Background: an optimization exercise with open tools, aiming at small area, a short achievable clock period and few clock cycles. Do not read the settings as production practice.
Only simulation tests tie the RTL to the original design; equivalence was not proved.

==> onyx: inputs <==
## Dense
module Dense #(parameter
    IN_COUNT = 1600,
    OUT_COUNT = 10,
    DATA_SIZE = 32,
    WEIGHT_ADR_WIDTH = 14,
    BIAS_ADR_WIDTH = 4,
    IN_ADR_WIDTH = 11,
    OUT_ADR_WIDTH = 4
) (
    clk,
    rst,
    weightAdr,
    weightData,
    biasAdr,
    biasData,
    axisif_start,
    axisif_done,
    axisif_bufferIn_adr,
    axisif_bufferIn_data,
    axisif_bufferOut_adr,
    axisif_bufferOut_data,
    axisif_bufferOut_wr
);
    input clk, rst;
    output  [WEIGHT_ADR_WIDTH-1:0]              weightAdr;
    input   [DATA_SIZE-1:0]                     weightData;
    output  [BIAS_ADR_WIDTH-1:0]                biasAdr;
    input   [DATA_SIZE-1:0]                     biasData;
    input                                   axisif_start;
    output                                  axisif_done;
    output      [IN_ADR_WIDTH-1:0]          axisif_bufferIn_adr;
    input       [DATA_SIZE-1:0]             axisif_bufferIn_data;
    output      [OUT_ADR_WIDTH-1:0]         axisif_bufferOut_adr;
    output      [DATA_SIZE-1:0]             axisif_bufferOut_data;
    output                                  axisif_bufferOut_wr;
    localparam PH_IDLE = 2'd0, PH_BIAS = 2'd1, PH_RUN = 2'd2;
    reg [1:0]  ph;
    reg        pass;      
    reg [10:0] s;         
    reg        sdone;     
    reg        hold2;     
    reg [2:0]  cnt;       
    reg [2:0]  sl;        
    reg [13:0] wa;        
    reg        aB, aC, aW;
    reg        bB, bC;
    reg [3:0]  adrB, adrC, adrW;
    reg        busy_r;    
    reg [31:0] x1, wr1;
    reg [31:0] r0, r1, r2, r3;
    localparam CW = 42;   
    reg [CW-1:0] hs_r, hc_r;
    reg        cin_r;
    wire nz = |axisif_bufferIn_data;
    wire idle = (ph == PH_IDLE);
    wire busy = ~idle;
    wire free = (cnt[2:1] == 2'b00);              
    wire pass_end = (ph == PH_RUN) & sdone & free;
    wire init = idle | (pass_end & ~pass);        
    wire canD = busy & ~sdone & ~hold2 & free;    
    wire last_in = (s == IN_COUNT - 1);
    wire [2:0] sl_n = sl[2] ? 3'd0 : sl + 3'd1;
  ...
clock: 22.0 ns
lec_check: 0
cap_margin: 20
core_margin: 2
core_utilization: 60
slew_margin: 20
synth_hierarchical: 1
standard.sh (not shown) runs the stock make flow with config.mk's settings and CLKGATE_MAP_FILE= SYNTH_SCRIPT=/design/flow/synth_recipe.tcl, a recipe that flattens the netlist after the stock synthesis.
==> flow/flow/run.sh <==
#!/bin/bash
# Own layout flow: the standard ORFS flow (standard.sh) with two changes:
#  - timing repair aims for a larger setup slack than the default, so that the
#    repair steps size up and buffer the critical paths;
#  - the port buffers are buf_2 cells.
# The clock period and constraints are the standard flow's, unchanged. make's full output
# goes to flow_make.log; every ORFS step also writes its own log under
# orfs/logs/.
set -euo pipefail
bash standard.sh SETUP_SLACK_MARGIN=16.5 "BUFFER_PORTS_ARGS=-buffer_cell sky130_fd_sc_hd__buf_2" finish > flow_make.log 2>&1
==> zinc: changes against onyx <==
--- a/flow/design.v
+++ b/flow/design.v
@@ -6,12 +6,51 @@
 );
     input [SIZE-1:0] data0, data1;
     input sel;
     output wire [SIZE-1:0] out;
     assign out = sel ? data1 : data0;
 endmodule
+module Nor2g (
+    input  a,
+    input  b,
+    output y
+);
+    assign y = ~(a | b);
+endmodule
+module Nand2g (
+    input  a,
+    input  b,
+    output y
+);
+    assign y = ~(a & b);
+endmodule
+module ZeroTest (
+    input  [31:0] d,
+    output        z
+);
+    wire [15:0] l1;
+    wire [7:0]  l2;
+    wire [3:0]  l3;
+    wire [1:0]  l4;
+    genvar i;
+    generate
+        for (i = 0; i < 16; i = i + 1) begin : g1
+            Nor2g u (.a(d[2*i]), .b(d[2*i+1]), .y(l1[i]));
+        end
+        for (i = 0; i < 8; i = i + 1) begin : g2
+            Nand2g u (.a(l1[2*i]), .b(l1[2*i+1]), .y(l2[i]));
+        end
+        for (i = 0; i < 4; i = i + 1) begin : g3
+            Nor2g u (.a(l2[2*i]), .b(l2[2*i+1]), .y(l3[i]));
+        end
+        for (i = 0; i < 2; i = i + 1) begin : g4
+            Nand2g u (.a(l3[2*i]), .b(l3[2*i+1]), .y(l4[i]));
+        end
+    endgenerate
+    Nor2g u5 (.a(l4[0]), .b(l4[1]), .y(z));
+endmodule
 module FullAdd (
     input  a,
     input  b,
     input  c,
     output s,
     output co
@@ -29,13 +68,13 @@
     assign co = a & b;
 endmodule
 module CarryAdd (
     input  [41:0] a,
     input  [41:0] b,
     input         ci,
-    output [41:0] s
+    output [41:10] s
 );
 wire G1;
 wire G10;
 wire G11;
 wire G12;
 wire G13;
@@ -225,22 +264,32 @@
 wire p41;
 wire p5;
 wire p6;
 wire p7;
 wire p8;
 wire p9;
-HalfAdd h0 (.a(a[0]), .b(b[0]), .s(p0), .co(g0));
-HalfAdd h1 (.a(a[1]), .b(b[1]), .s(p1), .co(g1));
-HalfAdd h2 (.a(a[2]), .b(b[2]), .s(p2), .co(g2));
-HalfAdd h3 (.a(a[3]), .b(b[3]), .s(p3), .co(g3));
-HalfAdd h4 (.a(a[4]), .b(b[4]), .s(p4), .co(g4));
-HalfAdd h5 (.a(a[5]), .b(b[5]), .s(p5), .co(g5));
-HalfAdd h6 (.a(a[6]), .b(b[6]), .s(p6), .co(g6));
-HalfAdd h7 (.a(a[7]), .b(b[7]), .s(p7), .co(g7));
-HalfAdd h8 (.a(a[8]), .b(b[8]), .s(p8), .co(g8));
-HalfAdd h9 (.a(a[9]), .b(b[9]), .s(p9), .co(g9));
+assign g0 = a[0] & b[0];
+assign p0 = a[0] | b[0];
+assign g1 = a[1] & b[1];
+assign p1 = a[1] | b[1];
+assign g2 = a[2] & b[2];
+assign p2 = a[2] | b[2];
+assign g3 = a[3] & b[3];
+assign p3 = a[3] | b[3];
+assign g4 = a[4] & b[4];
+assign p4 = a[4] | b[4];
+assign g5 = a[5] & b[5];
+assign p5 = a[5] | b[5];
+assign g6 = a[6] & b[6];
+assign p6 = a[6] | b[6];
+assign g7 = a[7] & b[7];
+assign p7 = a[7] | b[7];
+assign g8 = a[8] & b[8];
+assign p8 = a[8] | b[8];
+assign g9 = a[9] & b[9];
+assign p9 = a[9] | b[9];
 HalfAdd h10 (.a(a[10]), .b(b[10]), .s(p10), .co(g10));
 HalfAdd h11 (.a(a[11]), .b(b[11]), .s(p11), .co(g11));
 HalfAdd h12 (.a(a[12]), .b(b[12]), .s(p12), .co(g12));
 HalfAdd h13 (.a(a[13]), .b(b[13]), .s(p13), .co(g13));
 HalfAdd h14 (.a(a[14]), .b(b[14]), .s(p14), .co(g14));
 HalfAdd h15 (.a(a[15]), .b(b[15]), .s(p15), .co(g15));
@@ -377,22 +426,12 @@
 assign G71 = g31 | (p31 & G39);
 assign G72 = g33 | (p33 & G53);
 assign G73 = g35 | (p35 & G45);
 assign G74 = g37 | (p37 & G54);
 assign G75 = g39 | (p39 & G41);
 assign G76 = g41 | (p41 & G55);
-assign s[0] = p0 ^ ci;
-assign s[1] = p1 ^ G1;
-assign s[2] = p2 ^ G56;
-assign s[3] = p3 ^ G22;
-assign s[4] = p4 ^ G57;
-assign s[5] = p5 ^ G46;
-assign s[6] = p6 ^ G58;
-assign s[7] = p7 ^ G32;
-assign s[8] = p8 ^ G59;
-assign s[9] = p9 ^ G47;
 assign s[10] = p10 ^ G60;
 assign s[11] = p11 ^ G42;
 assign s[12] = p12 ^ G61;
 assign s[13] = p13 ^ G48;
 assign s[14] = p14 ^ G62;
 assign s[15] = p15 ^ G37;
@@ -3126,14 +3165,53 @@
 FullAdd us1542 (.a(k1535), .b(s1540), .c(k1537), .s(s1542), .co(k1543));
 assign s1544 = ~(acc[31] ^ p527);
 assign k1545 = acc[31] | p527;
 HalfAdd us1546 (.a(s1544), .b(k1541), .s(s1546), .co(k1547));
 wire [19:0] lowa = {s704, k671, k655, k639, k625, k611, s608, k587, k577, s574, s564, k551, s548, s542, s536, s532, k529, p34, p2, bp0};
 wire [19:0] lowb = {s706, s688, s670, s654, s638, s624, s610, s598, s586, s576, s566, s558, s550, s544, s538, s534, s530, s528, 1'b0, p1};
-wire [20:0] lows = {1'b0, lowa} + {1'b0, lowb};
-assign cin = lows[20];
+wire [19:0] lg = lowa & lowb;
+wire [19:0] lt = lowa | lowb;
+wire cg1 = lg[1] | (lt[1] & lg[0]);
+wire ct1 = lt[1] & lt[0];
+wire cg2 = lg[3] | (lt[3] & lg[2]);
+wire ct2 = lt[3] & lt[2];
+wire cg3 = lg[5] | (lt[5] & lg[4]);
+wire ct3 = lt[5] & lt[4];
+wire cg4 = lg[7] | (lt[7] & lg[6]);
+wire ct4 = lt[7] & lt[6];
+wire cg5 = lg[9] | (lt[9] & lg[8]);
+wire ct5 = lt[9] & lt[8];
+wire cg6 = lg[11] | (lt[11] & lg[10]);
+wire ct6 = lt[11] & lt[10];
+wire cg7 = lg[13] | (lt[13] & lg[12]);
+wire ct7 = lt[13] & lt[12];
+wire cg8 = lg[15] | (lt[15] & lg[14]);
+wire ct8 = lt[15] & lt[14];
+wire cg9 = lg[17] | (lt[17] & lg[16]);
+wire ct9 = lt[17] & lt[16];
+wire cg10 = lg[19] | (lt[19] & lg[18]);
+wire ct10 = lt[19] & lt[18];
+wire cg11 = cg2 | (ct2 & cg1);
+wire ct11 = ct2 & ct1;
+wire cg12 = cg4 | (ct4 & cg3);
+wire ct12 = ct4 & ct3;
+wire cg13 = cg6 | (ct6 & cg5);
+wire ct13 = ct6 & ct5;
+wire cg14 = cg8 | (ct8 & cg7);
+wire ct14 = ct8 & ct7;
+wire cg15 = cg10 | (ct10 & cg9);
+wire ct15 = ct10 & ct9;
+wire cg16 = cg12 | (ct12 & cg11);
+wire ct16 = ct12 & ct11;
+wire cg17 = cg14 | (ct14 & cg13);
+wire ct17 = ct14 & ct13;
+wire cg18 = cg17 | (ct17 & cg16);
+wire ct18 = ct17 & ct16;
+wire cg19 = cg15 | (ct15 & cg18);
+wire ct19 = ct15 & ct18;
+assign cin = cg19;
 assign hs = {s1546, k1539, s1538, k1527, s1526, k1511, s1510, k1491, s1490, k1467, s1466, k1439, s1438, k1407, s1406, k1371, s1370, k1331, s1330, k1287, s1286, k1239, s1238, k1187, s1186, k1131, s1130, k1071, k1039, k1007, s1006, k947, k919, s916, k865, k839, k815, k791, k769, k747, k727, k707};
 assign hc = {k1543, s1542, k1533, s1532, k1519, s1518, k1501, s1500, k1479, s1478, k1453, s1452, k1423, s1422, k1389, s1388, k1351, s1350, k1309, s1308, k1263, s1262, k1213, s1212, k1159, s1158, k1101, s1100, s1070, s1038, k977, s976, s946, s918, s890, s864, s838, s814, s790, s768, s746, s726};
 endmodule
 module BoothEnc (
     input  b2,
     input  b1,
@@ -3193,58 +3271,64 @@
     reg        hold2;     
     reg [2:0]  cnt;       
     reg [2:0]  sl;        
     reg [13:0] wa;        
     reg        aB, aC, aW;
     reg        bB, bC;
-    reg [3:0]  adrB, adrC, adrW;
+    reg        passB;
+    reg [3:0]  adrC, adrW;
     reg        busy_r;    
     reg [31:0] x1, wr1;
     reg [31:0] r0, r1, r2, r3;
     localparam CW = 42;   
     reg [CW-1:0] hs_r, hc_r;
     reg        cin_r;
-    wire nz = |axisif_bufferIn_data;
+    wire zin;
+    ZeroTest zt (.d(axisif_bufferIn_data), .z(zin));
     wire idle = (ph == PH_IDLE);
     wire busy = ~idle;
     wire free = (cnt[2:1] == 2'b00);              
     wire pass_end = (ph == PH_RUN) & sdone & free;
     wire init = idle | (pass_end & ~pass);        
     wire canD = busy & ~sdone & ~hold2 & free;    
     wire last_in = (s == IN_COUNT - 1);
     wire [2:0] sl_n = sl[2] ? 3'd0 : sl + 3'd1;
     wire [13:0] cand = {s, 3'b000} + {2'b00, s, 1'b0} + (pass ? 14'd5 : 14'd0) + {11'd0, sl_n};
-    wire [13:0] step = (sl_n == 3'd0) ? wa - 14'd4 : wa + 14'd1;
+    wire wrap = (sl_n == 3'd0);
+    wire [13:0] step = wa + {{12{wrap}}, 1'b0, ~wrap};    
     wire [2:0] cntdec = (cnt == 3'd0) ? 3'd0 : cnt - 3'd1;
     wire aA = busy;
     wire aA_n = idle ? axisif_start : ~(pass_end & pass);
     wire bA = (ph == PH_BIAS);
-    wire [3:0] adrA = pass ? {1'b0, sl} + 4'd5 : {1'b0, sl};
+    wire [2:0] slC_n = (sl == 3'd0) ? 3'd4 : sl - 3'd1;
+    wire [3:0] adrC_n = passB ? {1'b0, slC_n} + 4'd5 : {1'b0, slC_n};
     wire scan = busy & ~sdone;
     wire advn = scan & hold2;
     wire [10:0] s_z = init ? 11'd0 : (scan & ~last_in) ? s + 11'd1 : s;
     wire [10:0] s_n = init ? 11'd0 : (advn & ~last_in) ? s + 11'd1 : s;
     wire sdone_z = ~init & (sdone | (scan & last_in));
     wire sdone_n = ~init & (sdone | (advn & last_in));
     wire [2:0] cnt_z = init ? 3'd5 : cntdec;
     wire [2:0] cnt_n = (init | canD) ? 3'd5 : cntdec;
     wire [15:0] nxt;
     Mux2 #(16) late (
-        .data0({s_z, sdone_z, cnt_z, 1'b0}),
-        .data1({s_n, sdone_n, cnt_n, canD}),
-        .sel(nz),
+        .data0({s_n, sdone_n, cnt_n, canD}),
+        .data1({s_z, sdone_z, cnt_z, 1'b0}),
+        .sel(zin),
         .out(nxt)
     );
     always @(posedge clk or posedge rst) begin
         if (rst) begin
             ph <= PH_IDLE;
+            sl <= 3'd0;
             aB <= 1'b0;
             aC <= 1'b0;
             aW <= 1'b0;
             busy_r <= 1'b0;
         end else begin
+            sl <= sl_n;
             aB <= aA;
             aC <= aB;
             aW <= aC;
             busy_r <= aA_n | aA | aB | aC;
             case (ph)
                 PH_IDLE: if (axisif_start)
@@ -3254,26 +3338,25 @@
                 default: if (pass_end)
                     ph <= pass ? PH_IDLE : PH_BIAS;
             endcase
         end
     end
     always @(posedge clk) begin
-        sl <= sl_n;
         bB <= bA;
         bC <= bB;
-        adrB <= adrA;
-        adrC <= adrB;
+        passB <= pass;
+        adrC <= adrC_n;
         adrW <= adrC;
         pass <= ~idle & (pass | pass_end);
         {s, sdone, cnt, hold2} <= nxt;
-        wa <= canD ? cand : step;
+        wa <= (canD | init) ? cand : step;
     end
     wire [CW-1:0] hs, hc;
     wire cin;
     MacTree tree (.x(x1), .w(wr1), .acc(r3), .hs(hs), .hc(hc), .cin(cin));
-    wire [CW-1:0] sum;
+    wire [CW-1:CW-32] sum;
     CarryAdd cpa (.a(hs_r), .b(hc_r), .ci(cin_r), .s(sum));
     always @(posedge clk) begin
         wr1 <= weightData & {32{cnt != 3'd0}};
         if (hold2)
             x1 <= axisif_bufferIn_data;
         hs_r <= hs;
==> flow/config.mk (replaced) <==
export PLATFORM = sky130hd
export DESIGN_NAME = Dense
export DESIGN_NICKNAME = Dense
export VERILOG_FILES = /design/flow/design.v
export SDC_FILE = /design/flow/constraint.sdc
export NUM_CORES = 8
export LEC_CHECK = 0
export CAP_MARGIN = 20
export CORE_MARGIN = 2
export CORE_UTILIZATION = 70
export CTS_CLUSTER_DIAMETER = 120
export CTS_CLUSTER_SIZE = 25
export SLEW_MARGIN = 20
export SYNTH_HIERARCHICAL = 1
==> garnet: changes against onyx <==
--- a/flow/design.v
+++ b/flow/design.v
@@ -29,13 +29,13 @@
     assign co = a & b;
 endmodule
 module CarryAdd (
     input  [41:0] a,
     input  [41:0] b,
     input         ci,
-    output [41:0] s
+    output [41:10] s
 );
 wire G1;
 wire G10;
 wire G11;
 wire G12;
 wire G13;
@@ -225,22 +225,32 @@
 wire p41;
 wire p5;
 wire p6;
 wire p7;
 wire p8;
 wire p9;
-HalfAdd h0 (.a(a[0]), .b(b[0]), .s(p0), .co(g0));
-HalfAdd h1 (.a(a[1]), .b(b[1]), .s(p1), .co(g1));
-HalfAdd h2 (.a(a[2]), .b(b[2]), .s(p2), .co(g2));
-HalfAdd h3 (.a(a[3]), .b(b[3]), .s(p3), .co(g3));
-HalfAdd h4 (.a(a[4]), .b(b[4]), .s(p4), .co(g4));
-HalfAdd h5 (.a(a[5]), .b(b[5]), .s(p5), .co(g5));
-HalfAdd h6 (.a(a[6]), .b(b[6]), .s(p6), .co(g6));
-HalfAdd h7 (.a(a[7]), .b(b[7]), .s(p7), .co(g7));
-HalfAdd h8 (.a(a[8]), .b(b[8]), .s(p8), .co(g8));
-HalfAdd h9 (.a(a[9]), .b(b[9]), .s(p9), .co(g9));
+assign g0 = a[0] & b[0];
+assign p0 = a[0] | b[0];
+assign g1 = a[1] & b[1];
+assign p1 = a[1] | b[1];
+assign g2 = a[2] & b[2];
+assign p2 = a[2] | b[2];
+assign g3 = a[3] & b[3];
+assign p3 = a[3] | b[3];
+assign g4 = a[4] & b[4];
+assign p4 = a[4] | b[4];
+assign g5 = a[5] & b[5];
+assign p5 = a[5] | b[5];
+assign g6 = a[6] & b[6];
+assign p6 = a[6] | b[6];
+assign g7 = a[7] & b[7];
+assign p7 = a[7] | b[7];
+assign g8 = a[8] & b[8];
+assign p8 = a[8] | b[8];
+assign g9 = a[9] & b[9];
+assign p9 = a[9] | b[9];
 HalfAdd h10 (.a(a[10]), .b(b[10]), .s(p10), .co(g10));
 HalfAdd h11 (.a(a[11]), .b(b[11]), .s(p11), .co(g11));
 HalfAdd h12 (.a(a[12]), .b(b[12]), .s(p12), .co(g12));
 HalfAdd h13 (.a(a[13]), .b(b[13]), .s(p13), .co(g13));
 HalfAdd h14 (.a(a[14]), .b(b[14]), .s(p14), .co(g14));
 HalfAdd h15 (.a(a[15]), .b(b[15]), .s(p15), .co(g15));
@@ -377,22 +387,12 @@
 assign G71 = g31 | (p31 & G39);
 assign G72 = g33 | (p33 & G53);
 assign G73 = g35 | (p35 & G45);
 assign G74 = g37 | (p37 & G54);
 assign G75 = g39 | (p39 & G41);
 assign G76 = g41 | (p41 & G55);
-assign s[0] = p0 ^ ci;
-assign s[1] = p1 ^ G1;
-assign s[2] = p2 ^ G56;
-assign s[3] = p3 ^ G22;
-assign s[4] = p4 ^ G57;
-assign s[5] = p5 ^ G46;
-assign s[6] = p6 ^ G58;
-assign s[7] = p7 ^ G32;
-assign s[8] = p8 ^ G59;
-assign s[9] = p9 ^ G47;
 assign s[10] = p10 ^ G60;
 assign s[11] = p11 ^ G42;
 assign s[12] = p12 ^ G61;
 assign s[13] = p13 ^ G48;
 assign s[14] = p14 ^ G62;
 assign s[15] = p15 ^ G37;
@@ -3126,14 +3126,53 @@
 FullAdd us1542 (.a(k1535), .b(s1540), .c(k1537), .s(s1542), .co(k1543));
 assign s1544 = ~(acc[31] ^ p527);
 assign k1545 = acc[31] | p527;
 HalfAdd us1546 (.a(s1544), .b(k1541), .s(s1546), .co(k1547));
 wire [19:0] lowa = {s704, k671, k655, k639, k625, k611, s608, k587, k577, s574, s564, k551, s548, s542, s536, s532, k529, p34, p2, bp0};
 wire [19:0] lowb = {s706, s688, s670, s654, s638, s624, s610, s598, s586, s576, s566, s558, s550, s544, s538, s534, s530, s528, 1'b0, p1};
-wire [20:0] lows = {1'b0, lowa} + {1'b0, lowb};
-assign cin = lows[20];
+wire [19:0] lg = lowa & lowb;
+wire [19:0] lt = lowa | lowb;
+wire cg1 = lg[1] | (lt[1] & lg[0]);
+wire ct1 = lt[1] & lt[0];
+wire cg2 = lg[3] | (lt[3] & lg[2]);
+wire ct2 = lt[3] & lt[2];
+wire cg3 = lg[5] | (lt[5] & lg[4]);
+wire ct3 = lt[5] & lt[4];
+wire cg4 = lg[7] | (lt[7] & lg[6]);
+wire ct4 = lt[7] & lt[6];
+wire cg5 = lg[9] | (lt[9] & lg[8]);
+wire ct5 = lt[9] & lt[8];
+wire cg6 = lg[11] | (lt[11] & lg[10]);
+wire ct6 = lt[11] & lt[10];
+wire cg7 = lg[13] | (lt[13] & lg[12]);
+wire ct7 = lt[13] & lt[12];
+wire cg8 = lg[15] | (lt[15] & lg[14]);
+wire ct8 = lt[15] & lt[14];
+wire cg9 = lg[17] | (lt[17] & lg[16]);
+wire ct9 = lt[17] & lt[16];
+wire cg10 = lg[19] | (lt[19] & lg[18]);
+wire ct10 = lt[19] & lt[18];
+wire cg11 = cg2 | (ct2 & cg1);
+wire ct11 = ct2 & ct1;
+wire cg12 = cg4 | (ct4 & cg3);
+wire ct12 = ct4 & ct3;
+wire cg13 = cg6 | (ct6 & cg5);
+wire ct13 = ct6 & ct5;
+wire cg14 = cg8 | (ct8 & cg7);
+wire ct14 = ct8 & ct7;
+wire cg15 = cg10 | (ct10 & cg9);
+wire ct15 = ct10 & ct9;
+wire cg16 = cg12 | (ct12 & cg11);
+wire ct16 = ct12 & ct11;
+wire cg17 = cg14 | (ct14 & cg13);
+wire ct17 = ct14 & ct13;
+wire cg18 = cg17 | (ct17 & cg16);
+wire ct18 = ct17 & ct16;
+wire cg19 = cg15 | (ct15 & cg18);
+wire ct19 = ct15 & ct18;
+assign cin = cg19;
 assign hs = {s1546, k1539, s1538, k1527, s1526, k1511, s1510, k1491, s1490, k1467, s1466, k1439, s1438, k1407, s1406, k1371, s1370, k1331, s1330, k1287, s1286, k1239, s1238, k1187, s1186, k1131, s1130, k1071, k1039, k1007, s1006, k947, k919, s916, k865, k839, k815, k791, k769, k747, k727, k707};
 assign hc = {k1543, s1542, k1533, s1532, k1519, s1518, k1501, s1500, k1479, s1478, k1453, s1452, k1423, s1422, k1389, s1388, k1351, s1350, k1309, s1308, k1263, s1262, k1213, s1212, k1159, s1158, k1101, s1100, s1070, s1038, k977, s976, s946, s918, s890, s864, s838, s814, s790, s768, s746, s726};
 endmodule
 module BoothEnc (
     input  b2,
     input  b1,
@@ -3193,13 +3232,14 @@
     reg        hold2;     
     reg [2:0]  cnt;       
     reg [2:0]  sl;        
     reg [13:0] wa;        
     reg        aB, aC, aW;
     reg        bB, bC;
-    reg [3:0]  adrB, adrC, adrW;
+    reg        passB;
+    reg [3:0]  adrC, adrW;
     reg        busy_r;    
     reg [31:0] x1, wr1;
     reg [31:0] r0, r1, r2, r3;
     localparam CW = 42;   
     reg [CW-1:0] hs_r, hc_r;
     reg        cin_r;
@@ -3210,18 +3250,20 @@
     wire pass_end = (ph == PH_RUN) & sdone & free;
     wire init = idle | (pass_end & ~pass);        
     wire canD = busy & ~sdone & ~hold2 & free;    
     wire last_in = (s == IN_COUNT - 1);
     wire [2:0] sl_n = sl[2] ? 3'd0 : sl + 3'd1;
     wire [13:0] cand = {s, 3'b000} + {2'b00, s, 1'b0} + (pass ? 14'd5 : 14'd0) + {11'd0, sl_n};
-    wire [13:0] step = (sl_n == 3'd0) ? wa - 14'd4 : wa + 14'd1;
+    wire wrap = (sl_n == 3'd0);
+    wire [13:0] step = wa + {{12{wrap}}, 1'b0, ~wrap};    
     wire [2:0] cntdec = (cnt == 3'd0) ? 3'd0 : cnt - 3'd1;
     wire aA = busy;
     wire aA_n = idle ? axisif_start : ~(pass_end & pass);
     wire bA = (ph == PH_BIAS);
-    wire [3:0] adrA = pass ? {1'b0, sl} + 4'd5 : {1'b0, sl};
+    wire [2:0] slC_n = (sl == 3'd0) ? 3'd4 : sl - 3'd1;
+    wire [3:0] adrC_n = passB ? {1'b0, slC_n} + 4'd5 : {1'b0, slC_n};
     wire scan = busy & ~sdone;
     wire advn = scan & hold2;
     wire [10:0] s_z = init ? 11'd0 : (scan & ~last_in) ? s + 11'd1 : s;
     wire [10:0] s_n = init ? 11'd0 : (advn & ~last_in) ? s + 11'd1 : s;
     wire sdone_z = ~init & (sdone | (scan & last_in));
     wire sdone_n = ~init & (sdone | (advn & last_in));
@@ -3234,17 +3276,19 @@
         .sel(nz),
         .out(nxt)
     );
     always @(posedge clk or posedge rst) begin
         if (rst) begin
             ph <= PH_IDLE;
+            sl <= 3'd0;
             aB <= 1'b0;
             aC <= 1'b0;
             aW <= 1'b0;
             busy_r <= 1'b0;
         end else begin
+            sl <= sl_n;
             aB <= aA;
             aC <= aB;
             aW <= aC;
             busy_r <= aA_n | aA | aB | aC;
             case (ph)
                 PH_IDLE: if (axisif_start)
@@ -3254,26 +3298,25 @@
                 default: if (pass_end)
                     ph <= pass ? PH_IDLE : PH_BIAS;
             endcase
         end
     end
     always @(posedge clk) begin
-        sl <= sl_n;
         bB <= bA;
         bC <= bB;
-        adrB <= adrA;
-        adrC <= adrB;
+        passB <= pass;
+        adrC <= adrC_n;
         adrW <= adrC;
         pass <= ~idle & (pass | pass_end);
         {s, sdone, cnt, hold2} <= nxt;
-        wa <= canD ? cand : step;
+        wa <= (canD | init) ? cand : step;
     end
     wire [CW-1:0] hs, hc;
     wire cin;
     MacTree tree (.x(x1), .w(wr1), .acc(r3), .hs(hs), .hc(hc), .cin(cin));
-    wire [CW-1:0] sum;
+    wire [CW-1:CW-32] sum;
     CarryAdd cpa (.a(hs_r), .b(hc_r), .ci(cin_r), .s(sum));
     always @(posedge clk) begin
         wr1 <= weightData & {32{cnt != 3'd0}};
         if (hold2)
             x1 <= axisif_bufferIn_data;
         hs_r <= hs;
==> flow/config.mk (replaced) <==
export PLATFORM = sky130hd
export DESIGN_NAME = Dense
export DESIGN_NICKNAME = Dense
export VERILOG_FILES = /design/flow/design.v
export SDC_FILE = /design/flow/constraint.sdc
export NUM_CORES = 8
export LEC_CHECK = 0
export CAP_MARGIN = 20
export CORE_MARGIN = 2
export CORE_UTILIZATION = 70
export CTS_CLUSTER_DIAMETER = 120
export CTS_CLUSTER_SIZE = 25
export SLEW_MARGIN = 20
export SYNTH_HIERARCHICAL = 1
==> run summary <==
onyx finished with timing, DRC and antenna clean. garnet passed the timing, design-rule and antenna checks. zinc finished clean. Sequential share of layout area, highest first: garnet, zinc, onyx. In onyx the hold slack is lower than in garnet, by 0.00085 ns. First-iteration DRC count, lowest first: onyx, garnet, zinc. Final cell count: onyx is higher than garnet (about 3.5%).
==> figures <==
                                                            garnet           onyx                   zinc
Run status                         no timing/DRC/antenna violations  no timing/DRC/antenna violations  no timing/DRC/antenna violations
# rows                                                           78             85                     78
Critical path type                                           in2reg        reg2out                 in2reg
Top-area cell type share of the netlist area                 27.92%              -                 27.88%
Die footprint                                         0.04804 sq mm  0.05613 sq mm          0.04810 sq mm
Met3 Usage GRT                                               13.29%         8.160%                 13.19%
DR vias/cell                                                  7.050          6.538                  7.039
Area leader, netlist                          sky130_fd_sc_hd__fa_1              -  sky130_fd_sc_hd__fa_1
Data required time of the worst path                       22.44 ns       17.60 ns               22.43 ns
Endpoint of the worst setup timing path                        s[6]   weightAdr[1]                 cnt[1]
Testbench counts of onyx, summed over its fixed seeds: cycles 328,620.
Testbench counts of zinc, summed over its fixed seeds: cycles 328,620.
Testbench counts of garnet, summed over its fixed seeds: cycles 328,620.

what the ideal ports hide:
No port has a modelled driver above. Below, the same layouts with a new extraction and two added sets of constraints.
Step 1, drivers: a clkbuf_16 drives clk and a buf_2 each remaining input, both assumed.
Step 2, shift: input delay + t, output delay - t, t = (earliest + latest rising clock arrival at the registers) / 2. This alone moves slack from input paths to output paths.
Slacks: ideal / step 1 / step 2; pairs: ideal / step 1.
run | t (ns) | setup slack, ns | worst slew at a driven data input, ns | pins driven straight from the clock port
onyx | 0.625 | 16.490 / 16.427 / 16.061 | 0.10 | 1
zinc | 0.601 | 16.505 / 16.465 / 15.940 | 0.04 | 1
garnet | 0.615 | 16.451 / 16.427 / 15.877 | 0.08 | 1
After both steps every run listed still meets setup and hold. For garnet, which loses most, drivers alone change the setup slack by -0.024 ns; drivers and shift together by -0.574 ns.
